Context: an optimization exercise on an open-source flow, tuned for small area, a short achievable clock period and few clock cycles. The choices shown serve that exercise and are no tape-out recipe. In this exercise RTL edits were held to simulation tests only and were not proved equivalent to the original. Power is estimated from default activity; no workload was simulated.

==> flow/design.v, too long to show whole: its modules and the start of the top module <==
// module bch_encoder: 2414 lines
// module bch_xn: 6 lines
// module bch_xo: 6 lines
module bch_encoder(rst, clk, msg, bch_dataout, done);
  // ...
==> flow/run.sh <==
#!/bin/bash
# synth_recipe.tcl (not shown) runs the flow's synth.tcl, then flattens the netlist and writes it again
# the make line also repeats each setting of config.mk as NAME=value (left out here)
make -C /OpenROAD-flow-scripts/flow DESIGN_CONFIG=/design/flow/config.mk WORK_HOME=/design/flow/orfs CLKGATE_MAP_FILE= SYNTH_SCRIPT=/design/flow/synth_recipe.tcl finish
==> flow/config.mk <==
export PLATFORM = sky130hd
export DESIGN_NAME = bch_encoder
export DESIGN_NICKNAME = bch_encoder
export VERILOG_FILES = /design/flow/design.v
export SDC_FILE = /design/flow/constraint.sdc
export NUM_CORES = 4
export LEC_CHECK = 0
export CAP_MARGIN = 20
export CORE_MARGIN = 2
export CORE_UTILIZATION = 35
export SETUP_SLACK_MARGIN = 2.75
export SLEW_MARGIN = 20
export SYNTH_HIERARCHICAL = 1
export SYNTH_MINIMUM_KEEP_SIZE = 0
==> flow/constraint.sdc <==
create_clock -name core_clock -period 6.0 [get_ports {clk}]
set_input_delay 1.2000 -clock core_clock [delete_from_list [all_inputs] [get_ports {clk}]]
set_output_delay 1.2000 -clock core_clock [all_outputs]
set_load 0.01 [all_outputs]
==> results.ini, run 1 <==
[run]
maxCapViolCount = 0

[finish]
diodes = 0
nMultiInputCombCells = 2337
multi_input_area_share_pct = 56.9
fill_cells = 6214
nClkBuffers = 39
clock_cell_area_share_pct = 2.33
buf_share_pct = 23.2
final_area_sq_um = 51400

[detailed_routing]
drt_iter0_drc = 3940
wirelength_microns = 227000
top_layer = met5
post_drt_via_cell_ratio = 5.69

[timing]
setup_tns_ns = 0

[setup_path]
cp_num_buf_inv = 3
rr_endpoint = bch_dataout[62]
slowest_stage = xnor2_1
critPathRequiredTime_ns = 6.33

[die]
coreArea_sq_um = 80000
die_w_microns = 288

[global_route]
gr-usage-met2_pct = 75.6

[run_status]
outcome = no timing/DRC/antenna violations

[cts]
cts_tree = built
numCtsBuffers = 34
ctsHtreeMaxLevel = 2

[logic_synthesis]
yosysMostFrequentCell = xnor2_1
synth_mux_area_share_pct = 0
synthTopCellsByArea = xnor2_1 73%, edfxtp_1 27%, dfxtp_1 0.071%, inv_1 0.027%
ys_seq_area_share_pct = 27.3

[pwr]
ir_worst_vdd_v = 0.000334
clock_power_share_pct = 8.0

[place]
place_ws_ns = 0.563
postPlaceCellArea_sq_um = 38300

Testbench counts, summed over its fixed seeds: cycles 480.
==> inputs of run 2 (changes only) <==
==> flow/flow/run.sh (new file) <==
#!/bin/bash
# Standard ORFS layout (standard synthesis) with one change: every input port
# is buffered with buf_4 and every output port with buf_1 (global_place.tcl's
# one buffer_ports call becomes two, in a copy of ORFS's scripts), instead of
# the resizer's default pick for both.
# make's output goes to make_finish.log here; ORFS's own logs are under orfs/logs.
set -euo pipefail
here=$(pwd)
IBUF=sky130_fd_sc_hd__buf_4
OBUF=sky130_fd_sc_hd__buf_1
rm -rf scripts_bp; cp -r "$FLOW_HOME/scripts" scripts_bp
sed -i 's|^    buffer_ports {\*}\[env_var_or_empty BUFFER_PORTS_ARGS\]|    buffer_ports -inputs -buffer_cell '"$IBUF"'; buffer_ports -outputs -buffer_cell '"$OBUF"'|' scripts_bp/global_place.tcl
grep -q "buffer_ports -inputs" scripts_bp/global_place.tcl
bash standard.sh "SCRIPTS_DIR=$here/scripts_bp" finish > make_finish.log 2>&1
==> flow/standard.sh (new file) <==
#!/bin/bash
# synth_recipe.tcl (not shown) runs the flow's synth.tcl, then flattens the netlist and writes it again
# the make line also repeats each setting of config.mk as NAME=value (left out here)
make -C /OpenROAD-flow-scripts/flow DESIGN_CONFIG=/design/flow/config.mk WORK_HOME=/design/flow/orfs CLKGATE_MAP_FILE= SYNTH_SCRIPT=/design/flow/synth_recipe.tcl "${@:-finish}"
--- a/flow/config.mk
+++ b/flow/config.mk
@@ -7,7 +7,7 @@
 export LEC_CHECK = 0
 export CAP_MARGIN = 20
 export CORE_MARGIN = 2
-export CORE_UTILIZATION = 35
+export CORE_UTILIZATION = 40
 export SETUP_SLACK_MARGIN = 2.75
 export SLEW_MARGIN = 20
 export SYNTH_HIERARCHICAL = 1
removed: flow/run.sh
==> results.ini, run 2 <==
[die]
die_y_microns = 269
die_w_microns = 269  ; -6.4%
pin_count = 449
initial_utilization_pct = 40.3
num_rows = 97
coreArea_sq_um = 69900  ; -13%
dieArea_sq_um = 72500

[detailed_routing]
top_layer = met5
wl_met2_microns = 75000
first_pass_iters = 8
ant_nets = 0
dr_wl_met3_microns = 29400
vias = 25300
post_drt_via_cell_ratio = 6.04  ; +6.0%
wl_per_cell_microns = 45.7
drt-met1-wl_microns = 64500
drt_iter0_drc = 4037  ; +2.5%
wirelength_microns = 192000  ; -16%
drcViolationCount = 0

[logic_synthesis]
synthTopCellsByArea = xnor2_1 73%, edfxtp_1 27%, dfxtp_1 0.071%, inv_1 0.027%
ys_seq_area_share_pct = 27.3  ; unchanged
synth_cell_types = 4
syn-num-nets = 2788
synth_top_area_cell = xnor2_1
async_flop_share_pct = 0
netlist_area_sq_um = 28200
yosysMostFrequentCell = xnor2_1
synth_edf_count = 255
syn_inst = 2595
synth_flop_cell = edfxtp_1
synth_common_cells = 2337 x xnor2_1, 255 x edfxtp_1, 2 x inv_1
ys_warn_count = 7
ys_seq_elements = 256
synth.top_cell.area_share_pct = 72.7
synth.avg_cell_area_sq_um = 10.8

[global_route]
grt_pass1_vias = 24500
grt_use_total_pct = 51.4
grt_max_degree = 123
grt_antenna_before_repair = 5
grt_pass1_wl_microns = 244000
overflow = 0

[finish]
final_util_pct = 53.5
top_register = bch_dataout
area_delta_synth_final_pct = 32.7
final_nets = 3421
most-common-layout-cells = 1986 x xnor2_1, 338 x buf_4, 277 x xnor2_2
layout_commonest_cell = xnor2_1
largest_register_ffs = 255
layout-drive-gt1-share_pct = 22.8
final_area_sq_um = 37400  ; -27%
largest_registers = bch_dataout (255), done (1)

[pwr]
power_mw = 22.7
p_leak_nw = 11.9
cellPowerDensity_nw_per_um2 = 608
ir_worst_vdd_v = 0.000284  ; -15%

[setup_path]
endpoint_kind = flop
slowest_stage = xnor2_1
cp_common_cell = xnor2_1
worstPathArrival_ns = 3.88
crit_path_cell_trace = buf_4 > xnor2_2 > buf_4 > xnor2_1 > xnor2_1 > xnor2_1 > xnor2_1 > xnor2_2 > xnor2_1
crit_type = primary input to flop
crit_start = msg[146]
max_stage_delay_ns = 0.59
critPathMaxFanout = 6
worstSetupStartpointType = primary input
regToRegStartpoint = done
critPathRequiredTime_ns = 6.32  ; about the same

[place]
portBuffers = 448
place_congestion = 1.23
place_ws_ns = 1.15  ; +0.592 ns
postPlaceCellArea_sq_um = 33300  ; -13%
place.detailed.hpwl_microns = 155000

[timing]
rsz0062_at_grt = true
period_needed_ns = 3.56
slew_headroom_pct = 22.8
worstMarginPinSlew_ns = 1.15
fin_skew_ns = 0.0101
setup_tns_ns = 0  ; unchanged
postLayoutSetupSlackWorst_ns = 2.44
max_freq_mhz = 281
setup_viol = 0
slew_viol_final = 0
finalHoldViolCount = 0
fin_crit_sh_pct = 59.3

[cts]
holdBufCountCts = 0
path_clk_slew_ns = 0.06
cts_sinks = 256
cts_buffer_depth = 3
cts_tree = built
cts_root_buffer = clkbuf_16
ctsHtreeMaxLevel = 1  ; -1
worstSkewPairLatency_ns = 0.59
numCtsBuffers = 28  ; -18%

[run_status]
outcome = no timing/DRC/antenna violations

[min_path]
hp-class = primary input to flop
min_from = rst

[run]
maxCapViolCount = 0  ; unchanged

==> run 2: cell counts after synthesis <==
No cell type changed its count.
==> run 2: what timing repair did <==
| action | CTS | global route |
|---|---|---|
| pin swaps | 5 | 11 |
| setup buffers | 8 | 15 |
| setup endpoints to repair | 64 | 57 |
| gates resized for setup | 223 | 129 |
==> run 2: report_power, final <==
group | switching (mW) | internal, mW | total (mW)
registers | 0.112 | 2.98 | 3.09
clock network | 0.757 | 1.01 | 1.76
logic | 10.6 | 7.25 | 17.9
==> run 2: kinds of logic after synthesis <==
group	share of synthesized area (%)
buffers and inverters	0.0267
XOR/XNOR	72.7
flip-flops	27.3
==> run 2: metrics by stage <==
| step | hold slack (ns) | cells |
|---|---|---|
| after CTS | 0.722 | 4173 |
| after detailed placement | 0.977 | 4114 |
| after global placement | 0.947 | 4113 |
| after floorplan | 1.26 | 2595 |
| final | 0.741 | 4191 |
| after global routing | 0.730 | 4189 |
==> run 2: final timing paths <==
kind | slack (ns) | cells past startpoint | endpoint
hold reg to reg | 0.90 | 2 | bch_dataout[165]
hold / removal | 0.74 | 2 | done
setup reg to reg | 3.60 | 3 | bch_dataout[146]
setup / recovery | 2.44 | 9 | bch_dataout[50]
==> run 2: critical path, delay by kind of cell <==
| family | cells | cell delay (ns) |
|---|---|---|
| XOR/XNOR | 7 | 2.20 |
| buffers and inverters | 2 | 0.46 |
==> run 2: Yosys stat by module, one instance, submodules excluded <==
module	cells inside	flops+latches	area, sq um	times used
bch_encoder	258	256	7680	1
bch_xn	1	0	8.76	2337
==> run 2: per-layer routing <==
layer	GRT usage, %	vias to the layer above
li1	-	9444
met4	47.4	2
met1	58.5	12200
met3	24.1	948
met2	70.7	2666
met5	0.592	-
==> run 2: final cells by class <==
cell class / count / area [sq um]
diodes: 2 / 5.00
clock buffers: 33 / 741
clock inverters: 18 / 174
fillers: 6293 / 32500
inverters: 2 / 11.3
multi-input cells: 2337 / 23900
flip-flops and latches: 256 / 7680
well taps: 940 / 1180
repair buffers: 603 / 3640
==> inputs of run 3 (changes only) <==
--- a/flow/config.mk
+++ b/flow/config.mk
@@ -7,7 +7,7 @@
 export LEC_CHECK = 0
 export CAP_MARGIN = 20
 export CORE_MARGIN = 2
-export CORE_UTILIZATION = 40
+export CORE_UTILIZATION = 30
 export SETUP_SLACK_MARGIN = 2.75
 export SLEW_MARGIN = 20
 export SYNTH_HIERARCHICAL = 1
==> results.ini, run 3 <==
[setup_path]
worstPathArrival_ns = 3.85  ; -0.03 ns
critPathRequiredTime_ns = 6.36  ; +0.04 ns
critPathMaxFanout = 7  ; +1
endpoint_kind = flop
crit_type = primary input to flop
worstSetupStartpointType = primary input

[finish]
final_nets = 3499  ; +2.3%
layout-drive-gt1-share_pct = 24.5  ; +1.7 points
largest_registers = bch_dataout (255), done (1)
area_delta_synth_final_pct = 36.2
top_register = bch_dataout
fill_cells = 9210  ; +46%
largest_register_ffs = 255  ; unchanged
layout_commonest_cell = xnor2_1
most-common-layout-cells = 1992 x xnor2_1, 408 x buf_4, 273 x xnor2_2

[detailed_routing]
drt_iter0_drc = 3607  ; -11%
wl_per_cell_microns = 47.9  ; +4.8%
first_pass_iters = 5  ; -3
vias = 24200  ; -4.5%
ant_nets = 0  ; unchanged
wirelength_microns = 220000  ; +15%
post_drt_via_cell_ratio = 5.27  ; -13%
drcViolationCount = 0  ; unchanged

[logic_synthesis]
synth_cell_types = 4  ; unchanged
synth_flop_cell = edfxtp_1
syn_inst = 2595  ; unchanged
netlist_area_sq_um = 28200  ; unchanged
yosysMostFrequentCell = xnor2_1
synthTopCellsByArea = xnor2_1 73%, edfxtp_1 27%, dfxtp_1 0.071%, inv_1 0.027%
synth_top_area_cell = xnor2_1
async_flop_share_pct = 0  ; unchanged
ys_seq_elements = 256  ; unchanged
synth_edf_count = 255  ; unchanged
synth.avg_cell_area_sq_um = 10.8  ; unchanged
ys_warn_count = 7  ; unchanged
synth.top_cell.area_share_pct = 72.7  ; unchanged
syn-num-nets = 2788  ; unchanged
synth_common_cells = 2337 x xnor2_1, 255 x edfxtp_1, 2 x inv_1
ys_seq_area_share_pct = 27.3  ; unchanged

[global_route]
grt_pass1_vias = 23400  ; -4.6%
overflow = 0  ; unchanged
grt_pass1_wl_microns = 270000  ; +11%
grt_max_degree = 137  ; +11%
grt_antenna_before_repair = 7  ; +2
grt_use_total_pct = 45.0  ; -6.4 points

[cts]
path_clk_slew_ns = 0.06  ; about the same
worstSkewPairLatency_ns = 0.67  ; +0.08 ns
cts_sinks = 256  ; unchanged
cts_tree = built
cts_root_buffer = clkbuf_16
cts_buffer_depth = 3  ; unchanged
ctsHtreeMaxLevel = 1  ; unchanged
numCtsBuffers = 31  ; +11%

[timing]
setup_viol = 0  ; unchanged
slew_headroom_pct = 9.97  ; -13 points
period_needed_ns = 3.49  ; -0.0717 ns
finalHoldViolCount = 0  ; unchanged
max_freq_mhz = 287  ; +2.1%
rsz0062_at_grt = true
setup_tns_ns = 0  ; unchanged
fin_skew_ns = 0.0583  ; +0.0482 ns
worstMarginPinSlew_ns = 1.34  ; +0.192 ns
fin_crit_sh_pct = 58.1  ; -1.2 points
slew_viol_final = 0  ; unchanged

[min_path]
hp-class = primary input to flop

[die]
die_w_microns = 310  ; +15%
num_rows = 112  ; +15%
coreArea_sq_um = 93200  ; +33%
die_y_microns = 310  ; +15%
dieArea_sq_um = 96300  ; +33%
initial_utilization_pct = 30.2  ; -10 points
pin_count = 449  ; unchanged

[place]
place.detailed.hpwl_microns = 186000  ; +20%
place_congestion = 1.12  ; -9.2%
portBuffers = 448  ; unchanged

[run_status]
outcome = no timing/DRC/antenna violations

[pwr]
p_leak_nw = 12.2  ; +3.1%
cellPowerDensity_nw_per_um2 = 614  ; +0.98%
power_mw = 23.5  ; +3.6%
ir_worst_vdd_v = 0.000257  ; -9.3%

[run]
maxCapViolCount = 0  ; unchanged

run 3: cell types whose count changed in the layout (fill, tap and decap cells not counted), moves of 2 or more:
cell / before / now
buf_12: 5 / 9
buf_4: 338 / 408
bufinv_16: 3 / 1
clkbuf_16: 29 / 31
clkinv_1: 6 / 8
clkinv_2: 4 / 7
xnor2_1: 1986 / 1992
xnor2_2: 277 / 273
xnor2_4: 74 / 72
run 3: worst paths after layout:
check	cells after the start	slack [ns]	to	startpoint
worst max register to register	2	4.29	bch_dataout[15]	done
worst min-delay path	2	0.66	done	rst
worst max-delay path	8	2.51	bch_dataout[35]	msg[170]
worst min register to register	2	0.92	bch_dataout[222]	done
run 3: power by group:
part           internal, mW  switching [mW]  total [mW]
clock network         0.989           0.841        1.83
logic                  7.49            11.1        18.6
registers              2.98           0.119        3.10
total                  11.5            12.1        23.5
run 3: area by class of cell:
| type | instances | area [sq um] | share of cell area [%] |
|---|---|---|---|
| diodes | 2 | 5.00 | 0.0131 |
| flip-flops and latches | 256 | 7680 | 20.0 |
| repair buffers | 678 | 4260 | 11.1 |
| inverters | 2 | 11.3 | 0.0294 |
| well taps | 1254 | 1570 | 4.09 |
| clock inverters | 23 | 165 | 0.431 |
| multi-input cells | 2337 | 23900 | 62.2 |
| clock buffers | 34 | 787 | 2.05 |
run 3: cells by family after synthesis:
group,synth area share [%]
buf+inv,0.0267
flops,27.3
xor+xnor,72.7
run 3: worst max-delay path, stage by stage:
cell     delay (ns)
buf_4          0.21
xnor2_1        0.57
xnor2_1        0.18
xnor2_1        0.50
xnor2_1        0.18
xnor2_1        0.55
xnor2_1        0.26
xnor2_1        0.18
run 3: Yosys stat by module, one instance, submodules excluded:
| module | flip-flops and latches | cells inside | cell area (sq um) |
|---|---|---|---|
| bch_xn | 0 | 1 | 8.76 |
| bch_encoder | 256 | 258 | 7680 |
run 3: timing repair:
action,in CTS,in global routing
hold buffers,0,0
resized for setup,237,77
buffers inserted,18,3
endpoints found under the setup margin,64,54
pin swaps,7,5
run 3: routing by layer:
metal / wire, microns / up-vias / track usage [%]
li1: - / 9624 / -
met1: 85100 / 12000 / 56.5
met2: 90600 / 1926 / 65.4
met3: 20000 / 599 / 8.84
met4: 24000 / 2 / 39.9
met5: 13 / - / 0
run 3: stage by stage:
stage	setup slack [ns]	hold slack [ns]	utilization, %	cell area (sq um)	std cells
detailed placement	1.05	0.971	37.1	34500	4506
global route	2.68	0.664	41.1	38300	4584
floorplan	1.45	1.26	-	28500	2595
finish	2.51	0.662	41.2	38300	4586
global placement	0.527	0.957	36.8	34300	4501
CTS	2.68	0.640	40.4	37700	4581
==> inputs of run 4 (changes only) <==
--- a/flow/config.mk
+++ b/flow/config.mk
@@ -7,8 +7,9 @@
 export LEC_CHECK = 0
 export CAP_MARGIN = 20
 export CORE_MARGIN = 2
-export CORE_UTILIZATION = 30
+export CORE_UTILIZATION = 35
 export SETUP_SLACK_MARGIN = 2.75
 export SLEW_MARGIN = 20
 export SYNTH_HIERARCHICAL = 1
 export SYNTH_MINIMUM_KEEP_SIZE = 0
+export TNS_END_PERCENT = 0
==> results.ini, run 4 <==
[finish]
area_delta_synth_final_pct = 29.8
largest_register_ffs = 255  ; unchanged
top_register = bch_dataout
final_util_pct = 45.7  ; +4.5 points
final_nets = 3451  ; -1.4%
fill_cells = 7762  ; -16%
layout-drive-gt1-share_pct = 20.3  ; -4.1 points
largest_registers = bch_dataout (255), done (1)
most-common-layout-cells = 2093 x xnor2_1, 369 x buf_4, 256 x buf_1
layout_commonest_cell = xnor2_1

[global_route]
grt_pass1_wl_microns = 252000  ; -6.8%
overflow = 0  ; unchanged
met1_usage_pct = 59.3  ; +2.8 points
grt_antenna_before_repair = 7  ; unchanged
grt_pass1_vias = 23100  ; -1.2%
gr-usage-met2_pct = 69.7  ; +4.3 points
top_usage_layer = met2
grt_use_met3_pct = 11.6  ; +2.7 points
grt_use_total_pct = 48.1  ; +3.2 points
grt_max_degree = 133  ; -2.9%

[detailed_routing]
first_pass_iters = 5  ; unchanged
drcViolationCount = 0  ; unchanged
post_drt_via_cell_ratio = 5.52  ; +4.8%
wl_per_cell_microns = 46.7  ; -2.5%
vias = 24000  ; -0.80%
drt_iter0_drc = 3592  ; -0.42%
ant_nets = 0  ; unchanged
wirelength_microns = 203000  ; -7.7%

[logic_synthesis]
syn_inst = 2595  ; unchanged
synth_cell_types = 4  ; unchanged
synthTopCellsByArea = xnor2_1 73%, edfxtp_1 27%, dfxtp_1 0.071%, inv_1 0.027%
ys_seq_area_share_pct = 27.3  ; unchanged
synth.top_cell.area_share_pct = 72.7  ; unchanged
async_flop_share_pct = 0  ; unchanged
synth_edf_count = 255  ; unchanged
synth_common_cells = 2337 x xnor2_1, 255 x edfxtp_1, 2 x inv_1
netlist_area_sq_um = 28200  ; unchanged
syn-num-nets = 2788  ; unchanged
yosysMostFrequentCell = xnor2_1
synth.avg_cell_area_sq_um = 10.8  ; unchanged
ys_warn_count = 7  ; unchanged
ys_seq_elements = 256  ; unchanged
synth_flop_cell = edfxtp_1
synth_top_area_cell = xnor2_1

[die]
dieArea_sq_um = 82700  ; -14%
die_w_microns = 288  ; -7.3%
coreArea_sq_um = 80000  ; -14%
num_rows = 104  ; -7.1%
initial_utilization_pct = 35.2  ; +5.0 points
pin_count = 449  ; unchanged
die_y_microns = 288  ; -7.3%

[run]
maxCapViolCount = 0  ; unchanged

[timing]
max_freq_mhz = 277  ; -3.3%
slew_viol_final = 0  ; unchanged
fin_skew_ns = 0.0108  ; -0.0475 ns
rsz0062_at_grt = true
period_needed_ns = 3.61  ; +0.121 ns
worstMarginPinSlew_ns = 1.10  ; -0.237 ns
slew_headroom_pct = 25.9  ; +16 points
setup_tns_ns = 0  ; unchanged
setup_viol = 0  ; unchanged
finalHoldViolCount = 0  ; unchanged
fin_crit_sh_pct = 60.1  ; +2.0 points
hold_ws_ns = 0.731  ; +0.0688 ns

[setup_path]
crit_type = primary input to flop
critPathMaxFanout = 7  ; unchanged
crit_start = msg[187]
rr_worst_depth = 2  ; unchanged
critPathRequiredTime_ns = 6.35  ; about the same
regToRegStartpoint = done
endpoint = bch_dataout[38]
rrSetupSlack_ns = 4.38  ; +0.09 ns
rr_endpoint = bch_dataout[44]
endpoint_kind = flop
worstPathArrival_ns = 3.95  ; +0.10 ns
worstSetupStartpointType = primary input

[place]
place_congestion = 1.11  ; -0.97%
place.detailed.hpwl_microns = 170000  ; -8.8%
portBuffers = 448  ; unchanged

[pwr]
clock_power_share_pct = 8.5  ; +0.7 points
p_sw_mw = 11.4  ; -5.7%
power.share.sequential_pct = 13.8  ; +0.6 points
cellPowerDensity_nw_per_um2 = 618  ; +0.70%
p_comb_share_pct = 77.8  ; -1.3 points
ir_worst_vdd_v = 0.000254  ; -1.4%
switching_share_pct = 50.5  ; -0.88 points
p_int_mw = 11.2  ; -2.3%
p_leak_nw = 11.4  ; -7.0%

[cts]
worstSkewPairLatency_ns = 0.61  ; -0.06 ns
path_clk_slew_ns = 0.06  ; about the same
cts_sinks = 256  ; unchanged
cts_root_buffer = clkbuf_16
numCtsBuffers = 30  ; -3.2%
cts_tree = built
cts_buffer_depth = 3  ; unchanged
ctsHtreeMaxLevel = 1  ; unchanged

[min_path]
min_from = rst
hp-class = primary input to flop

[run_status]
outcome = no timing/DRC/antenna violations

run 4: cell counts after synthesis:
Identical to the previous run, type by type.
run 4: worst max-delay path: stages:
cell,delay (ns)
buf_4,0.23
xnor2_1,0.67
xnor2_1,0.26
xnor2_1,0.25
xnor2_1,0.18
xnor2_1,0.67
xnor2_1,0.28
xnor2_1,0.19
run 4: per-layer routing:
| metal | share of wire (%) | vias up |
|---|---|---|
| met4 | 11 | 4 |
| met1 | 36 | 11800 |
| met3 | 11 | 632 |
| met5 | 0.016 | - |
| met2 | 41 | 2084 |
| li1 | - | 9491 |
run 4: through the flow:
| stage | instances | instance area (sq um) | worst slack (ns) | power (mW) |
|---|---|---|---|---|
| finish | 4342 | 36500 | 2.39 | 22.6 |
| global route | 4341 | 36500 | 2.63 | 22.9 |
| CTS | 4325 | 35400 | 2.54 | 21.6 |
| detailed placement | 4270 | 33500 | 0.994 | 19.5 |
| global placement | 4270 | 33400 | 1.02 | 19.5 |
| floorplan | 2595 | 28200 | 1.45 | 13.5 |
run 4: logic make-up (layout without fill, tap and decap cells):
group        Yosys count  after routing  share of synthesized area, %
xor+xnor            2337           2337                          72.7
flops                256            256                          27.3
other cells            0              1                             0
buf+inv                2            688                        0.0267
run 4: power groups by stage:
stage | clock network, mW | registers [mW] | logic, mW
finish | 1.92 | 3.11 | 17.6
global route | 2.01 | 3.14 | 17.8
CTS | 1.95 | 3.12 | 16.6
detailed placement | 0 | 3.16 | 16.3
global placement | 0 | 3.16 | 16.4
floorplan | 0 | 3.27 | 10.2
run 4: area by class of cell:
type,instances,area (sq um),area share (%)
diodes,1,2.50,0.00685
well taps,1060,1330,3.63
inverters,2,11.3,0.0308
clock inverters,18,210,0.575
repair buffers,631,3850,10.5
flip-flops and latches,256,7680,21.0
clock buffers,37,798,2.18
multi-input cells,2337,22700,62.0
run 4: how the worst min path moves through the flow:
stage                     depth (start not counted)                to  slack [ns]
after floorplan                                   1              done        1.26
after global routing                              2              done        0.72
after global placement                            2   bch_dataout[74]        0.97
after detailed placement                          2  bch_dataout[155]        0.98
after CTS                                         2              done        0.71
final                                             2              done        0.73
run 4: timing repair:
action / in CTS / in global routing
gates cloned: 0 / 0
hold buffers: 0 / 0
buffers inserted: 0 / 16
pin swaps: 1 / 8
resized for setup: 109 / 127
endpoints found under the setup margin: 64 / 63
run 4: Yosys stat by module (local to each module, per instance):
| module | cells | cell area, sq um |
|---|---|---|
| bch_xn | 1 | 8.76 |
| bch_encoder | 258 | 7680 |
==> inputs of run 5 (changes only) <==
--- a/flow/config.mk
+++ b/flow/config.mk
@@ -12,4 +12,3 @@
 export SLEW_MARGIN = 20
 export SYNTH_HIERARCHICAL = 1
 export SYNTH_MINIMUM_KEEP_SIZE = 0
-export TNS_END_PERCENT = 0
==> results.ini, run 5 <==
[logic_synthesis]
synth_flop_cell = edfxtp_1
netlist_area_sq_um = 28200  ; unchanged
synth.avg_cell_area_sq_um = 10.8  ; unchanged
synth.top_cell.area_share_pct = 72.7  ; unchanged
synth_cell_types = 4  ; unchanged
yosysMostFrequentCell = xnor2_1
async_flop_share_pct = 0  ; unchanged
syn-num-nets = 2788  ; unchanged
ys_warn_count = 7  ; unchanged
ys_seq_area_share_pct = 27.3  ; unchanged
syn_inst = 2595  ; unchanged
synth_edf_count = 255  ; unchanged
synth_top_area_cell = xnor2_1
synthTopCellsByArea = xnor2_1 73%, edfxtp_1 27%, dfxtp_1 0.071%, inv_1 0.027%
synth_common_cells = 2337 x xnor2_1, 255 x edfxtp_1, 2 x inv_1
ys_seq_elements = 256  ; unchanged

[pwr]
p_leak_nw = 12.2  ; +7.4%
ir_worst_vdd_v = 0.000277  ; +9.3%
cellPowerDensity_nw_per_um2 = 607  ; -1.8%

[timing]
postLayoutSetupSlackWorst_ns = 2.47  ; +0.0722 ns
setup_viol = 0  ; unchanged
finalHoldViolCount = 0  ; unchanged
fin_crit_sh_pct = 58.9  ; -1.2 points
fin_skew_ns = 0.00813  ; -0.00264 ns
period_needed_ns = 3.53  ; -0.0722 ns
slew_headroom_pct = 11.1  ; -15 points
rsz0062_at_grt = true
slew_viol_final = 0  ; unchanged
max_freq_mhz = 283  ; +2.0%
setup_tns_ns = 0  ; unchanged
hold_ws_ns = 0.735  ; +0.00456 ns
worstMarginPinSlew_ns = 1.32  ; +0.221 ns

[detailed_routing]
drt_iter0_drc = 3579  ; -0.36%
post_drt_via_cell_ratio = 5.54  ; +0.35%
first_pass_iters = 7  ; +2
drcViolationCount = 0  ; unchanged
ant_nets = 0  ; unchanged
vias = 24200  ; +0.93%
wl_per_cell_microns = 47.3  ; +1.3%
wirelength_microns = 207000  ; +1.9%

[die]
dieArea_sq_um = 82700  ; unchanged
num_rows = 104  ; unchanged
die_y_microns = 288  ; unchanged
initial_utilization_pct = 35.2  ; unchanged
die_w_microns = 288  ; unchanged
coreArea_sq_um = 80000  ; unchanged
pin_count = 449  ; unchanged

[cts]
cts_buffer_depth = 3  ; unchanged
cts_tree = built
holdBufCountCts = 0  ; unchanged
cts_sinks = 256  ; unchanged
cts_root_buffer = clkbuf_16
ctsHtreeMaxLevel = 1  ; unchanged
path_clk_slew_ns = 0.06  ; about the same
numCtsBuffers = 29  ; -3.3%
worstSkewPairLatency_ns = 0.61  ; about the same

[global_route]
gr-usage-met2_pct = 71.9  ; +2.2 points
grt_max_degree = 136  ; +2.3%
met1_usage_pct = 60.1  ; +0.80 points
overflow = 0  ; unchanged
grt_use_total_pct = 49.0  ; +0.83 points
grt_antenna_before_repair = 7  ; unchanged
grt_pass1_vias = 23300  ; +0.98%
grt_use_met3_pct = 11.6  ; +0.040 points
top_usage_layer = met2
grt_pass1_wl_microns = 255000  ; +1.4%

[setup_path]
critPathRequiredTime_ns = 6.33  ; -0.02 ns
crit_type = primary input to flop
endpoint_kind = flop
worstSetupStartpointType = primary input
rrSetupSlack_ns = 3.55  ; -0.83 ns
critPathMaxFanout = 6  ; -1
worstPathArrival_ns = 3.86  ; -0.09 ns

[finish]
fill_cells = 7652  ; -1.4%
area_delta_synth_final_pct = 35.4
top_register = bch_dataout
final_nets = 3474  ; +0.67%
most-common-layout-cells = 1980 x xnor2_1, 389 x buf_4, 282 x xnor2_2
largest_register_ffs = 255  ; unchanged
layout-drive-gt1-share_pct = 24.4  ; +4.1 points
final_util_pct = 47.6  ; +2.0 points
largest_registers = bch_dataout (255), done (1)
layout_commonest_cell = xnor2_1

[min_path]
hp-class = primary input to flop

[place]
place_congestion = 1.13  ; +2.4%
place_ws_ns = 1.37  ; +0.379 ns
place.detailed.hpwl_microns = 176000  ; +3.4%
portBuffers = 448  ; unchanged

[run]
maxCapViolCount = 0  ; unchanged

[run_status]
outcome = no timing/DRC/antenna violations

==> run 5: final timing paths <==
path                              start         endpoint  cells after the start
worst max register to register     done  bch_dataout[54]                      3
worst min-delay path                rst             done                      2
worst max-delay path            msg[48]  bch_dataout[42]                      9
worst min register to register     done  bch_dataout[92]                      2
==> run 5: power breakdown <==
part	total, mW	internal, mW	switching [mW]	leakage [nW]
Sequential	3.07	2.97	0.0937	2.50
Clock	1.93	1.14	0.794	0.494
Combinational	18.1	7.37	10.8	9.22
Total	23.1	11.5	11.6	12.2
==> run 5: final cells by class <==
cell class                      instances  area (sq um)  area share [%]
Clock inverter                         24           280           0.735
Timing Repair Buffer                  655          4080            10.7
Multi-Input combinational cell       2337         24000            63.0
Tap cell                             1060          1330            3.48
Antenna cell                            3          7.51          0.0197
Inverter                                2          11.3          0.0295
Clock buffer                           30           729            1.91
Sequential cell                       256          7680            20.2
==> run 5: stage by stage <==
step	instances	total power, mW	cell area (sq um)
after CTS	4351	22.3	37200
after global routing	4365	23.4	38100
final	4367	23.1	38100
after detailed placement	4280	19.7	33900
after floorplan	2595	13.5	28500
after global placement	4280	19.8	33900
==> run 5: worst max-delay path, cell delays in order <==
cell and delay, ns:
buf_4 0.18, xnor2_1 0.43, buf_4 0.27, xnor2_1 0.15, xnor2_1 0.11, xnor2_1 0.57, xnor2_1 0.35, xnor2_1 0.43
xnor2_1 0.15
==> run 5: what timing repair did <==
item	CTS	global route
resized for setup	254	86
buffers inserted	17	13
pin swaps	9	8
endpoints found under the setup margin	64	51
==> run 5: kinds of logic (layout without fill, tap and decap cells) <==
kind of cell | after synthesis | count (layout) | share of synthesized area [%]
XOR/XNOR | 2337 | 2337 | 72.7
buffers and inverters | 2 | 711 | 0.0267
flip-flops | 256 | 256 | 27.3
other | 0 | 3 | 0
==> run 5: Yosys stat by module (local to each module, per instance) <==
| module | times used | cells |
|---|---|---|
| bch_xn | 2337 | 1 |
| bch_encoder | 1 | 258 |
==> run 5: layer usage <==
layer / wire, microns / vias up / part of all wire, %
li1: - / 9549 / -
met1: 77000 / 12000 / 37
met2: 86600 / 2059 / 42
met3: 21200 / 596 / 10
met4: 21800 / 0 / 11
met5: 0 / - / 0

[what the ideal ports hide]
The results above use ideal ports. As a check the final layouts listed here were re-extracted and re-timed, cells and wires unchanged. Step 1 sets driving cells, clkbuf_16 on the clock port and buf_2 on the other inputs (assumed; they add their load-dependent delay and slew). Step 2 also shifts input and output timing later by t, the mid clock arrival at the registers, as if the neighbouring blocks saw the same clock. a / b / c = ideal / step 1 / step 2; a / b = the first two.
run	t, ns	slack for setup (ns)	worst slew at a driven data input, ns
run 1	0.647	2.503 / 2.527 / 1.879	0.06
run 2	0.659	2.443 / 2.489 / 1.830	0.05
run 3	0.714	2.515 / 2.559 / 1.845	0.04
run 4	0.675	2.394 / 2.441 / 1.765	0.04
run 5	0.675	2.466 / 2.508 / 1.834	0.04
After both steps setup and hold are still met in every run listed. The setup slack of run 3, which loses most, moves by +0.044 ns with the drivers and by -0.670 ns with both steps.
